This design comes from an exercise in tuning for small area on the open sky130 flow, not from production work. In this exercise RTL edits were held to simulation tests only and were not proved equivalent to the original. The clock port is modelled as an ideal driver, which makes a skipped or thinned clock tree look cheaper than it is; a real chip needs a root buffer or a tree. Power figures rest on the tool's default switching activity, not on a simulated workload.

==> flow/design.v (excerpt) <==
module fmeter(
	CLK100MHz,
	RST,
	FREQIN,
	TXD,
	LED1,
	LED2
);
input	CLK100MHz;
input	RST;
input	FREQIN;
output	TXD;
output	LED1;
output	LED2;
reg		r_LED1;
reg		r_txd;
assign LED1 = r_LED1;
assign LED2 = r_txd;
assign TXD = r_txd;
function [4:0] bcd_add;
	input [3:0] h;
	input [1:0] a;
	reg t0, t1, t2, t3, k0, k1, k2, ge;
	begin
		t0 = h[0] ^ a[0];
		k0 = h[0] & a[0];
		t1 = h[1] ^ a[1] ^ k0;
		k1 = (h[1] & a[1]) | (h[1] & k0) | (a[1] & k0);
		t2 = h[2] ^ k1;
		k2 = h[2] & k1;
		t3 = h[3] ^ k2;
		ge = t3 & (t2 | t1);
		bcd_add = {ge, t3 & ~ge, t2 & ~ge, ge ? t2 : t1, t0};
	end
endfunction
function [2:0] ph_next;
	input [2:0] p;
	begin
		ph_next[0] = (~p[0] & ~p[2]);
		ph_next[1] = (~p[0] & p[1]) | (p[0] & ~p[1]);
		ph_next[2] = (p[0] & p[1]);
	end
endfunction
reg	[10:0]	u;
wire		tick = ((u & 11'b11111110101) == 11'b11110000001);
wire		uclr = RST | tick;
always @(posedge CLK100MHz) begin
	u[10:1] <= ~({10{uclr}} | u[9:0]);
	u[0] <= ~uclr & (u[1] ^ u[10]);
end
reg	[19:0]	g;
wire		gate = ((g & 20'b11111111110111111111) == 20'b10000010110010100110);
wire		gclr = RST | gate;
always @(posedge CLK100MHz) begin
	g[19:1] <= ~({19{gclr}} | g[18:0]);
	g[0] <= ~gclr & (g[16] ^ g[19]);
end
reg	[1:0]	r_fin;
wire		edg = r_fin[1] & ~r_fin[0];
always @(posedge CLK100MHz) begin
	r_fin[1] <= ~RST & FREQIN;
	r_fin[0] <= r_fin[1];
end
reg	[2:0]	ph;
reg	[3:0]	q0, q1, q2, q3, q4;	 
reg	[3:0]	s0, s1, s2, s3, s4;	 
reg	[1:0]	pe;			 
reg		cy;			 
reg		fl;			 
reg		sg;			 
reg	[2:0]	d5;			 
wire		d5clr;
wire		ph0 = (ph == 3'd0);
wire	[3:0]	head = (fl & ~sg) ? 4'd0 : q0;
wire	[1:0]	pe_e = {pe[1] | (pe[0] & edg), pe[0] ^ edg};
wire	[1:0]	addend = ph0 ? (gate ? pe : pe_e) : {1'b0, cy};
wire	[4:0]	csum = bcd_add(head, addend);
wire		cout = csum[4];
wire	[3:0]	sum = csum[3:0];
wire		d5inc = ph[2] & cout;
wire		d5z = RST | d5clr;
  ...
Size in the first run: about 260 cells after synthesis, ~95 flip-flops, ~3000 um^2 of cells after synthesis.
clock: 10.0 ns
lec_check: 0
cap_margin: 20
core_margin: 2
core_utilization: 85
cts_buf_list: sky130_fd_sc_hd__clkbuf_8
place_density: 0.9
slew_margin: 20
standard.sh (not shown) runs the stock make flow with config.mk's settings and CLKGATE_MAP_FILE= SYNTH_SCRIPT=/design/flow/synth_recipe.tcl, a recipe that flattens the netlist after the stock synthesis.
==> flow/flow/run.sh <==
#!/bin/bash
# Standard layout, except that after clock tree synthesis the tree is replaced
# (flow/mytree.tcl, run as ORFS's POST_CTS_TCL hook) by three clock buffers fed
# from the clock port, each driving a cluster of nearby flip-flops.
set -euo pipefail
export CTS_ARGS="-sink_clustering_enable -repair_clock_nets -dont_use_dummy_load -buf_list sky130_fd_sc_hd__clkbuf_8"
export POST_CTS_TCL="$PWD/flow/mytree.tcl"
export MYTREE_NLEAF=3
export MYTREE_BUF=sky130_fd_sc_hd__clkbuf_16
export BUFFER_PORTS_ARGS="-buffer_cell sky130_fd_sc_hd__buf_1"
bash standard.sh finish > standard_flow.log 2>&1
==> flow/flow/mytree.tcl <==
# Replace the clock tree CTS built with a flat one: NLEAF clock buffers, each
# driving a cluster of nearby flip-flops, all fed straight from the clock port.
set nleaf [expr {[info exists ::env(MYTREE_NLEAF)] ? $::env(MYTREE_NLEAF) : 4}]
set bufm [expr {[info exists ::env(MYTREE_BUF)] ? $::env(MYTREE_BUF) : "sky130_fd_sc_hd__clkbuf_8"}]
set block [ord::get_db_block]
set db [ord::get_db]
set port_net [$block findNet CLK100MHz]
# collect register clock pins by walking through buffers CTS inserted
set sinks {}
set cts_insts {}
set todo [list $port_net]
while {[llength $todo]} {
  set net [lindex $todo 0]; set todo [lrange $todo 1 end]
  foreach it [$net getITerms] {
    set inst [$it getInst]
    set mname [[$inst getMaster] getName]
    if {[$it isOutputSignal]} { continue }
    if {[string match "*clkbuf*" $mname] || [string match "*clkinv*" $mname]} {
      lappend cts_insts $inst
      set onet [[$inst findITerm X] getNet]
      if {$onet ne "NULL"} { lappend todo $onet }
    } else {
      lappend sinks $it
    }
  }
}
puts "MYTREE sinks [llength $sinks] removing [llength $cts_insts] buffers"
# disconnect and delete CTS buffers and their nets
foreach inst $cts_insts {
  set onet [[$inst findITerm X] getNet]
  foreach it [$inst getITerms] { if {[$it getNet] ne "NULL"} { $it disconnect } }
  odb::dbInst_destroy $inst
  if {$onet ne "NULL" && $onet ne $port_net} {
    foreach it [$onet getITerms] { $it disconnect }
    odb::dbNet_destroy $onet
  }
}
# k-means on sink locations
set pts {}
foreach it $sinks { set b [[$it getInst] getBBox]; lappend pts [list [expr {([$b xMin]+[$b xMax])/2.0}] [expr {([$b yMin]+[$b yMax])/2.0}]] }
set n [llength $pts]
set sorted [lsort -real -index 0 $pts]
set cents {}
for {set k 0} {$k < $nleaf} {incr k} { lappend cents [lindex $sorted [expr {int(($k+0.5)*$n/$nleaf)}]] }
set cap [expr {int(ceil(double($n)/$nleaf))}]
for {set iter 0} {$iter < 30} {incr iter} {
  # balanced assignment: greedy by distance with capacity
  set pairs {}
  for {set i 0} {$i < $n} {incr i} { for {set k 0} {$k < $nleaf} {incr k} {
    set p [lindex $pts $i]; set c [lindex $cents $k]
    lappend pairs [list [expr {abs([lindex $p 0]-[lindex $c 0])+abs([lindex $p 1]-[lindex $c 1])}] $i $k] } }
  set pairs [lsort -real -index 0 $pairs]
  set asg [lrepeat $n -1]; set cnt [lrepeat $nleaf 0]
  foreach pr $pairs { lassign $pr d i k
    if {[lindex $asg $i] >= 0 || [lindex $cnt $k] >= $cap} continue
    lset asg $i $k; lset cnt $k [expr {[lindex $cnt $k]+1}] }
  set newc {}
  for {set k 0} {$k < $nleaf} {incr k} { set sx 0; set sy 0; set m 0
    for {set i 0} {$i < $n} {incr i} { if {[lindex $asg $i]==$k} { set p [lindex $pts $i]; set sx [expr {$sx+[lindex $p 0]}]; set sy [expr {$sy+[lindex $p 1]}]; incr m } }
    lappend newc [list [expr {$sx/$m}] [expr {$sy/$m}]] }
  set cents $newc
}
set master [$db findMaster $bufm]
for {set k 0} {$k < $nleaf} {incr k} {
  set inst [odb::dbInst_create $block $master "clkleaf_$k"]
  set net [odb::dbNet_create $block "clknet_leaf_$k"]
  $net setSigType CLOCK
  [$inst findITerm A] connect $port_net
  [$inst findITerm X] connect $net
  foreach vdd {VPWR VPB} { catch {[$inst findITerm $vdd] connect [$block findNet VDD]} }
  foreach vss {VGND VNB} { catch {[$inst findITerm $vss] connect [$block findNet VSS]} }
  set c [lindex $cents $k]
  $inst setLocation [expr {int([lindex $c 0])}] [expr {int([lindex $c 1])}]
  $inst setPlacementStatus PLACED
}
for {set i 0} {$i < $n} {incr i} {
  set it [lindex $sinks $i]; set k [lindex $asg $i]
  $it disconnect
  $it connect [$block findNet "clknet_leaf_$k"]
}
puts "MYTREE built $nleaf x $bufm, cluster sizes $cnt"
detailed_placement
check_placement -verbose
The starting point completed without violations.
Next try:
--- a/flow/flow/run.sh
+++ b/flow/flow/run.sh
@@ -4 +4,2 @@
-# from the clock port, each driving a cluster of nearby flip-flops.
+# from the clock port, each driving a cluster of nearby flip-flops; the hook
+# then sizes down cells that have timing slack to spare.
--- a/flow/flow/mytree.tcl
+++ b/flow/flow/mytree.tcl
@@ -83,0 +84,6 @@
+
+# Size down cells off the critical paths (the design has several ns of slack).
+estimate_parasitics -placement
+repair_timing -recover_power 100
+detailed_placement
+check_placement -verbose
The changed run finished clean.
Via count decreases slightly.
Setup slack loses 480 ps.
Power barely changes.
Worst hold slack is worse by 4.9 ps.
Combinational power falls slightly.
Global-route usage stays flat.
Synthesized cell count is unchanged.
Design area drops slightly.
Sequential power stays flat.
Sequential share of layout area goes up by 0.40 points.
First-iteration DRC count goes down slightly.
In every run of this note, the design's own scripts or RTL, not TritonCTS, make the clock network.

========
== run A ==
The RTL this note starts from:
==> flow/design.v <==
`timescale 1ns / 1ps
module fmeter(
	CLK100MHz,
	RST,
	FREQIN,
	TXD,
	LED1,
	LED2
);
input	CLK100MHz;
input	RST;
input	FREQIN;
output	TXD;
output	LED1;
output	LED2;
reg		r_LED1;
reg		r_txd;
assign LED1 = r_LED1;
assign LED2 = r_txd;
assign TXD = r_txd;
function [4:0] bcd_add;
	input [3:0] h;
	input [1:0] a;
	reg t0, t1, t2, t3, k0, k1, k2, ge;
	begin
		t0 = h[0] ^ a[0];
		k0 = h[0] & a[0];
		t1 = h[1] ^ a[1] ^ k0;
		k1 = (h[1] & a[1]) | (h[1] & k0) | (a[1] & k0);
		t2 = h[2] ^ k1;
		k2 = h[2] & k1;
		t3 = h[3] ^ k2;
		ge = t3 & (t2 | t1);
		bcd_add = {ge, t3 & ~ge, t2 & ~ge, ge ? t2 : t1, t0};
	end
endfunction
function [2:0] ph_next;
	input [2:0] p;
	begin
		ph_next[0] = (~p[0] & ~p[2]);
		ph_next[1] = (~p[0] & p[1]) | (p[0] & ~p[1]);
		ph_next[2] = (p[0] & p[1]);
	end
endfunction
function [2:0] d5_inc;
	input [2:0] d;
	begin
		d5_inc[0] = (~d[0]);
		d5_inc[1] = (~d[0] & d[1]) | (d[0] & ~d[1]);
		d5_inc[2] = (d[2]) | (d[0] & d[1]);
	end
endfunction
function [3:0] bc_next;
	input [3:0] b;
	begin
		bc_next[0] = (~b[0]);
		bc_next[1] = (b[0] & ~b[1]) | (~b[0] & b[1]) | (b[2] & b[3]);
		bc_next[2] = (~b[0] & ~b[3]) | (b[0] & b[1] & ~b[2]) | (~b[1] & ~b[3]);
		bc_next[3] = (~b[2] & b[3]) | (b[0] & b[1] & b[2]);
	end
endfunction
function [3:0] cc_next;
	input [3:0] c;
	begin
		cc_next[0] = (~c[0]);
		cc_next[1] = (c[0] & c[1]) | (~c[0] & ~c[1]);
		cc_next[2] = (c[1] & c[2]) | (c[0] & c[2]) | (~c[0] & ~c[1] & ~c[2]);
		cc_next[3] = (c[3]) | (~c[0] & ~c[1] & ~c[2]);
	end
endfunction
reg	[10:0]	u;
wire		tick = ((u & 11'b11111110101) == 11'b11110000001);
wire		uclr = RST | tick;
always @(posedge CLK100MHz) begin
	u[10:1] <= ~({10{uclr}} | u[9:0]);
	u[0] <= ~uclr & (u[1] ^ u[10]);
end
reg	[19:0]	g;
wire		gate = ((g & 20'b11111111110111111111) == 20'b10000010110010100110);
wire		gclr = RST | gate;
always @(posedge CLK100MHz) begin
	g[19:1] <= ~({19{gclr}} | g[18:0]);
	g[0] <= ~gclr & (g[16] ^ g[19]);
end
reg	[1:0]	r_fin;
wire		edg = r_fin[1] & ~r_fin[0];
always @(posedge CLK100MHz) begin
	r_fin <= RST ? 2'b00 : {FREQIN, r_fin[1]};
end
reg	[2:0]	ph;
reg	[3:0]	q0, q1, q2, q3, q4;	 
reg	[3:0]	s0, s1, s2, s3, s4;	 
reg	[1:0]	pe;			 
reg		cy;			 
reg		fl;			 
reg		sg;			 
reg	[2:0]	d5;			 
wire		d5clr;
wire		ph0 = (ph == 3'd0);
wire	[3:0]	head = (fl & ~sg) ? 4'd0 : q0;
wire	[1:0]	pe_e = {pe[1] | (pe[0] & edg), pe[0] ^ edg};
wire	[1:0]	addend = ph0 ? (gate ? pe : pe_e) : {1'b0, cy};
wire	[4:0]	csum = bcd_add(head, addend);
wire		cout = csum[4];
wire	[3:0]	sum = csum[3:0];
always @(posedge CLK100MHz) begin
	q0 <= q1;
	q1 <= q2;
	q2 <= q3;
	q3 <= q4;
	q4 <= (gate | (fl & ~ph0)) ? 4'd0 : sum;
	s0 <= s1;
	s1 <= s2;
	s2 <= s3;
	s3 <= s4;
	s4 <= (gate | (sg & ~ph0)) ? sum : s0;
	if (RST) begin
		ph <= 3'd1;
		pe <= 2'd0;
		cy <= 1'b0;
		fl <= 1'b1;
		sg <= 1'b0;
		d5 <= 3'd0;
	end else begin
		ph <= ph_next(ph);
		pe <= ph0 ? {1'b0, edg & gate} : pe_e;
		cy <= cout;
		if (gate) begin
			fl <= 1'b1;
			sg <= 1'b1;
		end else if (ph0) begin
			fl <= 1'b0;
			sg <= 1'b0;
		end
		if (d5clr)
			d5 <= 3'd0;
		else if ((ph == 3'd4) & cout)
			d5 <= d5_inc(d5);
	end
end
reg	[3:0]	bc;
reg	[3:0]	cc;
reg		nb;		 
wire		idle = cc[3] & ~cc[1];
wire		stopb = bc[3] & bc[2];
assign		d5clr = tick & stopb & (cc == 4'd5);
always @(posedge CLK100MHz)
	if (cc[2:0] == ph)
		nb <= s0[bc[1:0]];
reg		dv;
always @(*) begin
	case (cc)
	4'd0, 4'd1, 4'd2, 4'd3, 4'd4: dv = nb;
	4'd5: dv = ~bc[1] | ~bc[0] ? d5[bc[1:0]] : 1'b0;
	4'd15: dv = 4'hD >> bc[1:0];
	4'd14: dv = 4'hA >> bc[1:0];
	default: dv = 1'b0;
	endcase
end
reg		bitv;
always @(*) begin
	if (idle)
		bitv = 1'b1;
	else if (bc[3:2] == 2'b01)
		bitv = dv;				 
	else if (bc[3:2] == 2'b10)
		bitv = ~bc[1] & ~cc[3];			 
	else
		bitv = bc[3];				 
end
always @(posedge CLK100MHz) begin
	if (RST) begin
		cc <= 4'd13;
		r_txd <= 1'b1;
		r_LED1 <= 1'b0;
	end else begin
		if (tick) begin
			r_txd <= bitv;
			if (stopb & ~idle)
				cc <= cc_next(cc);
		end
		if (gate) begin
			cc <= 4'd7;
			r_LED1 <= ~r_LED1;
		end
	end
	if (gate)
		bc <= 4'd3;
	else if (tick)
		bc <= bc_next(bc);
end
endmodule
Settings: LEC_CHECK=0, CAP_MARGIN=0, CORE_MARGIN=2, CORE_UTILIZATION=90, CTS_BUF_LIST=sky130_fd_sc_hd__clkbuf_8, PLACE_DENSITY=0.95, SLEW_MARGIN=0; clock period 10.0 ns.
==> flow/flow/run.sh <==
#!/bin/bash
# Standard layout, except that after clock tree synthesis the tree is replaced
# (flow/mytree.tcl, run as ORFS's POST_CTS_TCL hook) by three clock buffers fed
# from the clock port, each driving a cluster of nearby flip-flops.
set -euo pipefail
export CTS_ARGS="-sink_clustering_enable -repair_clock_nets -dont_use_dummy_load -buf_list sky130_fd_sc_hd__clkbuf_8"
export POST_CTS_TCL="$PWD/flow/mytree.tcl"
export MYTREE_NLEAF=3
export MYTREE_BUF=sky130_fd_sc_hd__clkbuf_16
export BUFFER_PORTS_ARGS="-buffer_cell sky130_fd_sc_hd__buf_1"
bash standard.sh finish > standard_flow.log 2>&1
Other scripts of this flow, unchanged in this note and not shown: flow/flow/mytree.tcl
What ended run A was a tool error in global placement without I/O; the run never finished.
Changes in run B relative to run A:
diff --git a/flow/config.mk b/flow/config.mk
--- a/flow/config.mk
+++ b/flow/config.mk
@@ -6,8 +6,8 @@
 export NUM_CORES = 4
 export LEC_CHECK = 0
-export CAP_MARGIN = 0
+export CAP_MARGIN = 20
 export CORE_MARGIN = 2
-export CORE_UTILIZATION = 90
+export CORE_UTILIZATION = 85
 export CTS_BUF_LIST = sky130_fd_sc_hd__clkbuf_8
-export PLACE_DENSITY = 0.95
-export SLEW_MARGIN = 0
+export PLACE_DENSITY = 0.9
+export SLEW_MARGIN = 20
Findings:
Run B: all stages complete, timing, DRC and antenna checks passed
NOTE number of cell rows run A->run B increased by a few percent
Average size of a mapped cell: run A vs run B identical
Run B vs. run A: synthesized area stayed essentially flat, synthesized flop and latch total stayed essentially flat, synthesized cell count stayed essentially flat, die outline width rose by about 2.7%.
Adder and majority cell fraction of the synthesized area came out exactly the same in run B and run A.
On area share of and/or/nand/nor cells after synthesis, run B and run A are basically level.
Run B vs. run A: fraction of the yosys area taken by sequential cells flat; initial core utilization down 7.0 points; y dimension of the die up 1.7 um.
The inputs of run C differ from those of run B as listed below.
diff --git a/flow/config.mk b/flow/config.mk
--- a/flow/config.mk
+++ b/flow/config.mk
@@ -10,4 +10,5 @@
 export CORE_UTILIZATION = 85
 export CTS_BUF_LIST = sky130_fd_sc_hd__clkbuf_8
+export GPL_TIMING_DRIVEN = 0
 export PLACE_DENSITY = 0.9
 export SLEW_MARGIN = 20
==> comparison <==
Synthesis-to-finish area growth: run C > run B. Compared with run B, in run C switching power as a share of total power went up; final routed wire length divided by cell count went up; maximum clock rate went down; overall power after layout went up; cell count went up. Delta(minimum period implied by the final worst setup slack, run C - run B) > 0. The higher power share of the clock group of run C and run B is in run B.
[inputs] run D vs run C
diff --git a/flow/config.mk b/flow/config.mk
--- a/flow/config.mk
+++ b/flow/config.mk
@@ -6,9 +6,8 @@
 export NUM_CORES = 4
 export LEC_CHECK = 0
-export CAP_MARGIN = 20
+export CAP_MARGIN = 0
 export CORE_MARGIN = 2
 export CORE_UTILIZATION = 85
 export CTS_BUF_LIST = sky130_fd_sc_hd__clkbuf_8
-export GPL_TIMING_DRIVEN = 0
 export PLACE_DENSITY = 0.9
-export SLEW_MARGIN = 20
+export SLEW_MARGIN = 0
### Flow results
- Per the final summary, run D finished and its layout is clean on timing, DRC and antenna.
- Delta (run D minus run C): number of non-clock inverters in the layout barely changed, total power down about 0.4%, reported sequential group power now sits at about the same level.
- Part of the power in combinational logic (lower): run D
- Of run D and run C, the run reporting the higher final cycle utilization of the critical path was run C.
In run B, run C and run D the design's own scripts or RTL, not TritonCTS, make the clock network.

static timing again, ports no longer ideal:
Ports are ideal in the flow. The routed layouts listed here were re-timed in OpenROAD.
Step 1 (the two cells are an assumption about what drives the block):
set clk [get_ports {CLK100MHz}]
set_driving_cell -lib_cell sky130_fd_sc_hd__clkbuf_16 $clk
set_driving_cell -lib_cell sky130_fd_sc_hd__buf_2 [delete_from_list [all_inputs] $clk]
Step 2 times the ports against the registers' clock, not the clock port: input delays grow and output delays shrink by t, the midpoint of the rising clock arrivals with the driver on.
a / b / c = ideal ports / drivers / drivers and shift; a / b = the first two.
| run | t (ns) | setup slack, ns | hold WS [ns] | worst setup path after step 2 | latest minus earliest clock arrival (ns) |
|---|---|---|---|---|---|
| the first run of note 1 | 0.227 | 6.160 / 6.160 / 6.160 | 0.340 / 0.340 / 0.340 | register to register | 0.014 / 0.014 |
| the second run of note 1 | 0.225 | 5.677 / 5.677 / 5.677 | 0.335 / 0.335 / 0.335 | register to register | 0.013 / 0.013 |
| run B | 0.225 | 6.265 / 6.265 / 6.265 | 0.339 / 0.339 / 0.339 | register to register | 0.009 / 0.008 |
| run C | 0.226 | 5.980 / 5.980 / 5.980 | 0.333 / 0.333 / 0.333 | register to register | 0.014 / 0.015 |
| run D | 0.225 | 6.265 / 6.265 / 6.265 | 0.339 / 0.339 / 0.339 | register to register | 0.009 / 0.008 |
After both steps every run listed still meets setup and hold.
